From an optimization exercise on the open Yosys and OpenROAD flow, aimed at small area, a short achievable clock period and few clock cycles; shortcuts taken in it are not production practice.
Only simulation tests tie the RTL to the original design; equivalence was not proved.
Power is estimated from default activity; no workload was simulated.

==> nickel <==
## div_fp64
module div_fp64(
	input         clock,
	input         reset,
	input         valid_in,
	input  [2:0]  rm,
	input  [63:0] dividend,
	input  [63:0] divisor,
	output        valid_out,
	output [63:0] quotient,
	output        nv,
	output        dz,
	output        of,
	output        uf,
	output        nx
);
clock: 11.0 ns
lec_check: 0
cap_margin: 20
core_margin: 2
core_utilization: 40
setup_slack_margin: 0.2
slew_margin: 20
standard.sh (not shown) runs the stock make flow with config.mk's settings and CLKGATE_MAP_FILE= SYNTH_SCRIPT=/design/flow/synth_recipe.tcl, a recipe that flattens the netlist after the stock synthesis.
==> flow/flow/run.sh <==
#!/bin/bash
set -euo pipefail
cd "$(dirname "$0")/.."
bash standard.sh synth > flow_synth.log 2>&1
bash standard.sh finish 'BUFFER_PORTS_ARGS=-buffer_cell sky130_fd_sc_hd__buf_1' SETUP_SLACK_MARGIN=7.5 \
	CTS_CLUSTER_SIZE=20 CTS_CLUSTER_DIAMETER=100 CORE_UTILIZATION=60 > flow_layout.log 2>&1
==> inputs of onyx, as changes to nickel <==
--- a/flow/design.v
+++ b/flow/design.v
@@ -50,10 +50,11 @@
 reg         e_lo, e_lo1, e_deep, e_ovf;
 reg  [10:0] EB;
 reg  [5:0]  cnt;
 reg         first;
 reg         st;       
+reg  [3:0]  rz;       
 reg         ng;       
 reg         c_spec, c_zero, c_nan, c_qb, c_pa, c_pb, c_nv, c_dz, c_an;
 reg         r_near, r_away, r_up;
 reg         nv_r, dz_r, of_r, uf_r, nx_r;
 reg  [3:0] qs;    
@@ -1097,41 +1098,35 @@
 wire [57:0] mop = ({58{qp1}} & ~d4) | ({58{qp2}} & ~d8) | ({58{qn1}} & d4) | ({58{qn2}} & d8);
 wire [57:0] wa = {WS[55:0], 2'b0};
 wire [57:0] wb = {WC[55:0], 2'b0};
 wire [57:0] ws_n = wa ^ wb ^ mop;
 wire [57:0] wc_n = {((wa & wb) | (wa & mop) | (wb & mop)), qpos};
-wire [7:0] ea8 = wa[55:48];
-wire [7:0] eb8 = wb[55:48];
-wire [6:0] y_ab = ea8[7:1] + eb8[7:1];
 function [6:0] est;
-	input [6:0] s;
 	input [7:0] a, b, m;    
+	reg   [6:0] s, c;
 	begin
-		est = s + m[7:1] + {6'd0, (a[0] & b[0]) | (a[0] & m[0]) | (b[0] & m[0])};
+		s   = a[7:1] ^ b[7:1] ^ m[7:1];
+		c   = (a[6:0] & b[6:0]) | (a[6:0] & m[6:0]) | (b[6:0] & m[6:0]);
+		est = s + c;
 	end
 endfunction
-wire [6:0] y_p2 = est(y_ab, ea8, eb8, ~d8[55:48]);
-wire [6:0] y_p1 = est(y_ab, ea8, eb8, ~d4[55:48]);
-wire [6:0] y_z  = est(y_ab, ea8, eb8, 8'd0);
-wire [6:0] y_m1 = est(y_ab, ea8, eb8, d4[55:48]);
-wire [6:0] y_m2 = est(y_ab, ea8, eb8, d8[55:48]);
+wire [7:0] ea8 = wa[55:48];
+wire [7:0] eb8 = wb[55:48];
+wire [6:0] y_p2 = est(ea8, eb8, ~d8[55:48]);
+wire [6:0] y_p1 = est(ea8, eb8, ~d4[55:48]);
+wire [6:0] y_z  = est(ea8, eb8, 8'd0);
+wire [6:0] y_m1 = est(ea8, eb8, d4[55:48]);
+wire [6:0] y_m2 = est(ea8, eb8, d8[55:48]);
 wire [6:0] y_n  = ({7{qp2}} & y_p2) | ({7{qp1}} & y_p1) | ({7{~qpos & ~qneg}} & y_z) |
                   ({7{qn1}} & y_m1) | ({7{qn2}} & y_m2);
 wire [53:0] qdec = Q[53:0] - 54'd1;
 wire [1:0]  qd   = {qp2 | qn2 | qn1, qp1 | qn1};
 wire [55:0] q_it = {(qneg ? qdec : Q[53:0]), qd};
-wire        stop = ((cnt == 6'd27) & c_an) | q_it[55] | q_it[54] | (e_le3 & ~first);
-function y_clear_f;
-	input [6:0] y;
-	y_clear_f = y[6] ? (y <= 7'h7d) : (y != 7'd0);
-endfunction
-reg         yc;
-wire        y_clear = yc;
-wire        xtra    = s_post & ~y_clear & ~lim;
-reg         lim;      
-wire        rem_nz  = y_clear;
-wire        rem_neg = y_clear & Y[6];
+wire        stop = ((cnt == 6'd27) & c_an) | q_it[55] | q_it[54];
+wire [56:0] wsum  = WS + WC;
+wire        wneg  = wsum[56];
+wire [3:0]  wnz   = {|wsum[56:43], |wsum[42:29], |wsum[28:15], |wsum[14:0]};
 function lt_c;
 	input [12:0] e;
 	input [12:0] c;
 	integer i;
 	reg lt, eq;
@@ -1158,11 +1153,11 @@
 		e_inc[j] = E[j] ^ (&(E | ~((13'd1 << j) - 13'd1)));
 		e_dec[j] = (j == 0) ? E[0] : (E[j] ^ ~|(E & ((13'd1 << j) - 13'd2)));
 	end
 end
 wire [12:0] e_sub = E - {2'b0, EB};
-wire        m_inc = s_norm | (s_post & ~xtra & shift_post) | (s_shift & ~e_deep);
+wire        m_inc = s_norm | (s_post & shift_post) | (s_shift & ~e_deep);
 reg  [12:0] e_nx;      
 always @(*) begin
 	if (m_sub)
 		e_nx = e_sub;
 	else if (m_dec)
@@ -1172,75 +1167,55 @@
 	else if (s_shift)
 		e_nx = -13'sd1075;
 	else
 		e_nx = E;
 end
-wire        eo_ovf = ~lt_c(e_nx, 13'sd1025);      
-wire        eo_unf = lt_c(e_nx, -13'sd1075);      
-wire        i_out  = c_spec | (m_sub & (eo_ovf | eo_unf));
-reg         x_ovf, x_unf;
-reg         e_le3;
-wire        fast = s_post & ~xtra & ~Q[55] & ~Q[54] & ~e_lo;
-function [3:0] rnd;       
-	input q0, q1, n, sk;
-	reg b, r, l, k, u;
-	begin
-		b   = n & ~q0;
-		r   = q0 ^ n;
-		l   = q1 ^ b;
-		k   = sk | n;
-		u   = r_near ? (r & (k | l | r_away)) : (r_up & (r | k));
-		rnd = {u & ~b, ~u & b, r | k, b};
-	end
-endfunction
-wire [3:0]  rd_f = rnd(Q[0], Q[1], rem_neg, rem_nz);
-wire [3:0]  rd_n = rnd(Q[0], Q[1], ng, st);
-wire [3:0]  rd   = fast ? rd_f : rd_n;
-wire        inc  = rd[3];
-wire        dec  = rd[2];
-wire        inx  = rd[1];
+wire        borrow = ng & ~Q[0];
+wire        rb   = Q[0] ^ ng;
+wire        lsb  = Q[1] ^ borrow;
+wire        stk  = st | (|rz) | ng;
+wire        inx  = rb | stk;
+wire        up   = r_near ? (rb & (stk | lsb | r_away)) : (r_up & inx);
+wire        inc  = up & ~borrow;
+wire        dec  = ~up & borrow;
 wire [10:0] ebias = E[10:0] + 11'd1076;
 wire [10:0] ef   = Q[53] ? ebias : 11'd0;
 wire [62:0] pk   = {ef, Q[52:1]};
-reg  [62:0] ones;    
+reg  [62:0] ones, zeros;    
 integer k;
 always @(*) begin
 	ones[0] = 1'b1;
-	for (k = 1; k < 63; k = k + 1)
-		ones[k] = ones[k-1] & pk[k-1];
+	zeros[0] = 1'b1;
+	for (k = 1; k < 63; k = k + 1) begin
+		ones[k]  = ones[k-1] & pk[k-1];
+		zeros[k] = zeros[k-1] & ~pk[k-1];
+	end
 end
-wire        fz   = ~|Q[52:1];
-wire [10:0] ef_d = ef - {10'd0, fz};
-wire [62:0] sum  = dec ? {ef_d, qdec[52:1]} : (pk ^ ({63{inc}} & ones));
+wire [62:0] sum  = pk ^ ({63{inc}} & ones) ^ ({63{dec}} & zeros);
 wire        ovf  = e_ovf | (inc & ones[52] & (ef == 11'h7fe));
-wire        unf  = ((ef == 11'd0) & ~(inc & ones[52])) | ((ef == 11'd1) & dec & fz);
+wire        unf  = ((ef == 11'd0) & ~(inc & ones[52])) | ((ef == 11'd1) & dec & zeros[52]);
 wire [50:0] payload = ({51{c_pa}} & fa[50:0]) | ({51{c_pb}} & fb[50:0]) | {50'd0, ~c_pa & ~c_pb};
 wire [63:0] res_special = {sign, {11{~c_zero}}, (c_nan ? {c_qb, payload} : 52'd0)};
 wire [63:0] res_normal  = ovf ? {sign, 11'h7ff, 52'd0} : {sign, sum};
-wire [63:0] res_ovf = {sign, 11'h7ff, 52'd0};
-wire [63:0] res_unf = {sign, 11'd0, 51'd0, r_up};
-wire [63:0] res = c_spec ? res_special : (x_ovf ? res_ovf : (x_unf ? res_unf : res_normal));
-wire       yc_n = (qp2 & y_clear_f(y_p2)) | (qp1 & y_clear_f(y_p1)) | (~qpos & ~qneg & y_clear_f(y_z)) |
-                  (qn1 & y_clear_f(y_m1)) | (qn2 & y_clear_f(y_m2));
-wire [6:0] y_d = (s_iter | xtra) ? y_n : {3'b0, xa[52:49]};
+wire [63:0] res = c_spec ? res_special : res_normal;
 always @(posedge clock or posedge reset) begin
 	if (reset) begin
 		s_idle  <= 1'b1;
 		s_norm  <= 1'b0;
 		s_iter  <= 1'b0;
 		s_post  <= 1'b0;
 		s_shift <= 1'b0;
 		s_final <= 1'b0;
 		vout    <= 1'b0;
 	end else begin
-		vout    <= s_final | fast;
-		s_idle  <= (s_idle & ~valid_in) | s_final | fast;
+		vout    <= s_final;
+		s_idle  <= (s_idle & ~valid_in) | s_final;
 		s_norm  <= (s_idle & valid_in & ~xb[52]) | (s_norm & ~c_spec & ~D[51]);
-		s_iter  <= (s_idle & valid_in & xb[52]) | (s_norm & ~c_spec & D[51]) | (s_iter & ~i_out & ~stop);
-		s_post  <= (s_iter & ~i_out & stop) | xtra;
-		s_shift <= ((s_post & ~xtra & ~fast) | s_shift) & sh_more;
-		s_final <= (s_norm & c_spec) | (s_iter & i_out) | (((s_post & ~xtra & ~fast) | s_shift) & ~sh_more);
+		s_iter  <= (s_idle & valid_in & xb[52]) | (s_norm & ~c_spec & D[51]) | (s_iter & ~c_spec & ~stop);
+		s_post  <= s_iter & ~c_spec & stop;
+		s_shift <= (s_post | s_shift) & sh_more;
+		s_final <= (s_norm & c_spec) | (s_iter & c_spec) | ((s_post | s_shift) & ~sh_more);
 	end
 end
 always @(posedge clock) begin
 	c_spec <= special;
 	c_an   <= ~a_ez;
@@ -1258,32 +1233,30 @@
 	first  <= s_idle | s_norm;
 	m_sub  <= (s_idle & valid_in & xb[52]) | (s_norm & D[51]);
 	m_dec  <= s_iter & ~stop;
 	nv_r   <= c_nv;
 	dz_r   <= c_dz;
-	of_r   <= ~c_spec & (x_ovf | (~x_unf & ovf));
-	uf_r   <= ~c_spec & (x_unf | (~x_ovf & ~ovf & unf & inx));
-	nx_r   <= ~c_spec & (x_ovf | x_unf | ovf | inx);
-	x_ovf  <= s_iter & m_sub & eo_ovf;
-	x_unf  <= s_iter & m_sub & eo_unf;
+	of_r   <= ~c_spec & ovf;
+	uf_r   <= ~c_spec & ~ovf & unf & inx;
+	nx_r   <= ~c_spec & (ovf | inx);
 	E      <= s_idle ? {2'b0, ea1} : e_nx;
 	e_lo   <= lt_c(e_nx, -13'sd1075);      
-	e_le3  <= lt_c(e_nx, -13'sd1072);      
 	e_lo1  <= lt_c(e_nx, -13'sd1076);      
 	e_deep <= lt_c(e_nx, -13'sd1140);      
 	e_ovf  <= ~lt_c(e_nx, 13'sd971);       
-	Y  <= y_d;
-	yc <= (s_iter | xtra) ? yc_n : y_clear_f({3'b0, xa[52:49]});
-	if (s_iter | xtra) begin
+	if (s_iter) begin
 		WS <= ws_n[56:0];
 		WC <= wc_n[56:0];
-	end else if (s_final | fast) begin
+		Y  <= y_n;
+	end else if (s_final) begin
 		WS <= res[56:0];
 		WC <= {50'd0, res[63:57]};
+		Y  <= {3'b0, xa[52:49]};
 	end else begin
 		WS <= {4'b0, xa};
 		WC <= 57'd0;
+		Y  <= {3'b0, xa[52:49]};
 	end
 	if (s_idle)
 		D <= xb;
 	else if (s_norm)
 		D <= {D[51:0], 1'b0};
@@ -1291,25 +1264,21 @@
 		Q   <= 56'd0;
 		cnt <= 6'd0;
 	end
 	if (s_iter) begin
 		Q   <= q_it;
-		cnt <= stop ? 6'd0 : cnt + 6'd1;
-		lim <= 1'b0;
-	end
-	if (xtra) begin
 		cnt <= cnt + 6'd1;
-		lim <= (cnt == 6'd26);
 	end
-	if (s_post & ~xtra) begin
+	if (s_post) begin
+		rz <= wnz;
 		if (shift_post) begin
 			Q  <= {1'b0, Q[55:1]};
-			st <= rem_nz | Q[0];
-			ng <= rem_neg & ~Q[0];
+			st <= Q[0];
+			ng <= wneg & ~Q[0];
 		end else begin
-			st <= rem_nz;
-			ng <= rem_neg;
+			st <= 1'b0;
+			ng <= wneg;
 		end
 	end
 	if (s_shift) begin
 		if (e_deep) begin
 			Q  <= 56'd0;
==> flow/run.sh (new file) <==
#!/bin/bash
# synth_recipe.tcl (not shown) runs the flow's synth.tcl, then flattens the netlist and writes it again
# the make line also repeats each setting of config.mk as NAME=value (left out here)
make -C /OpenROAD-flow-scripts/flow DESIGN_CONFIG=/design/flow/config.mk WORK_HOME=/design/flow/orfs CLKGATE_MAP_FILE= SYNTH_SCRIPT=/design/flow/synth_recipe.tcl finish
removed: flow/flow/run.sh
removed: flow/standard.sh
==> qor summary <==
Result of the run: onyx no timing/DRC/antenna violations; nickel no timing/DRC/antenna violations
Post-route non-filler standard cell count: onyx 4018; nickel 3210
Antenna violations before repair: onyx 1; nickel 0
Count of multi-input combinational gates: onyx 2397; nickel 1942
Area share of fa/ha/maj cells after synthesis: onyx 13.2%; nickel 9.41%
Number of library cell types mapped by synthesis: onyx 89; nickel 91
Sequential Power: onyx 2.10 mW; nickel 2.08 mW
Slack of the worst reg-to-reg path: onyx 6.60 ns; nickel 7.50 ns
Worst setup slack before clock tree synthesis: onyx 5.71 ns; nickel 6.14 ns
DR vias: onyx 24.3k; nickel 22.7k
Relative max-transition margin: onyx 26.4%; nickel 22.8%
Met2 wire length: onyx 45.3 mm; nickel 36.1 mm
Data required time of the worst path: onyx 11.49 ns; nickel 11.40 ns
Total Power: onyx 8.56 mW; nickel 7.94 mW
Effective utilization at floorplan: onyx 40.4%; nickel 61.0%
Non-clock buffer share: onyx 7.92%; nickel 6.23%
Testbench counts of nickel, summed over its fixed seeds: cycles 285,462.
Testbench counts of onyx, summed over its fixed seeds: cycles 379,545.

## what the ideal ports hide
No port has a modelled driver above. Below, the same layouts with a new extraction and two added sets of constraints.
Step 1: set_driving_cell puts a clkbuf_16 on clock and a buf_2 on each other input, an assumption about the parent block.
Step 2 also shifts input and output timing later by t, the mid clock arrival at the registers, as if the neighbouring blocks saw the same clock.
Slacks: ideal ports / drivers / drivers and shift; pairs: ideal ports / drivers.
| run | t, ns | setup slack, ns | hold WS [ns] |
|---|---|---|---|
| nickel | 0.599 | 7.504 / 7.482 / 6.944 | 0.391 / 0.391 / 0.391 |
| onyx | 0.620 | 6.313 / 6.352 / 5.732 | 0.337 / 0.337 / 0.337 |
After both steps setup and hold are still met in every run listed. For onyx, which loses most, drivers alone change the setup slack by +0.039 ns; drivers and shift together by -0.581 ns.
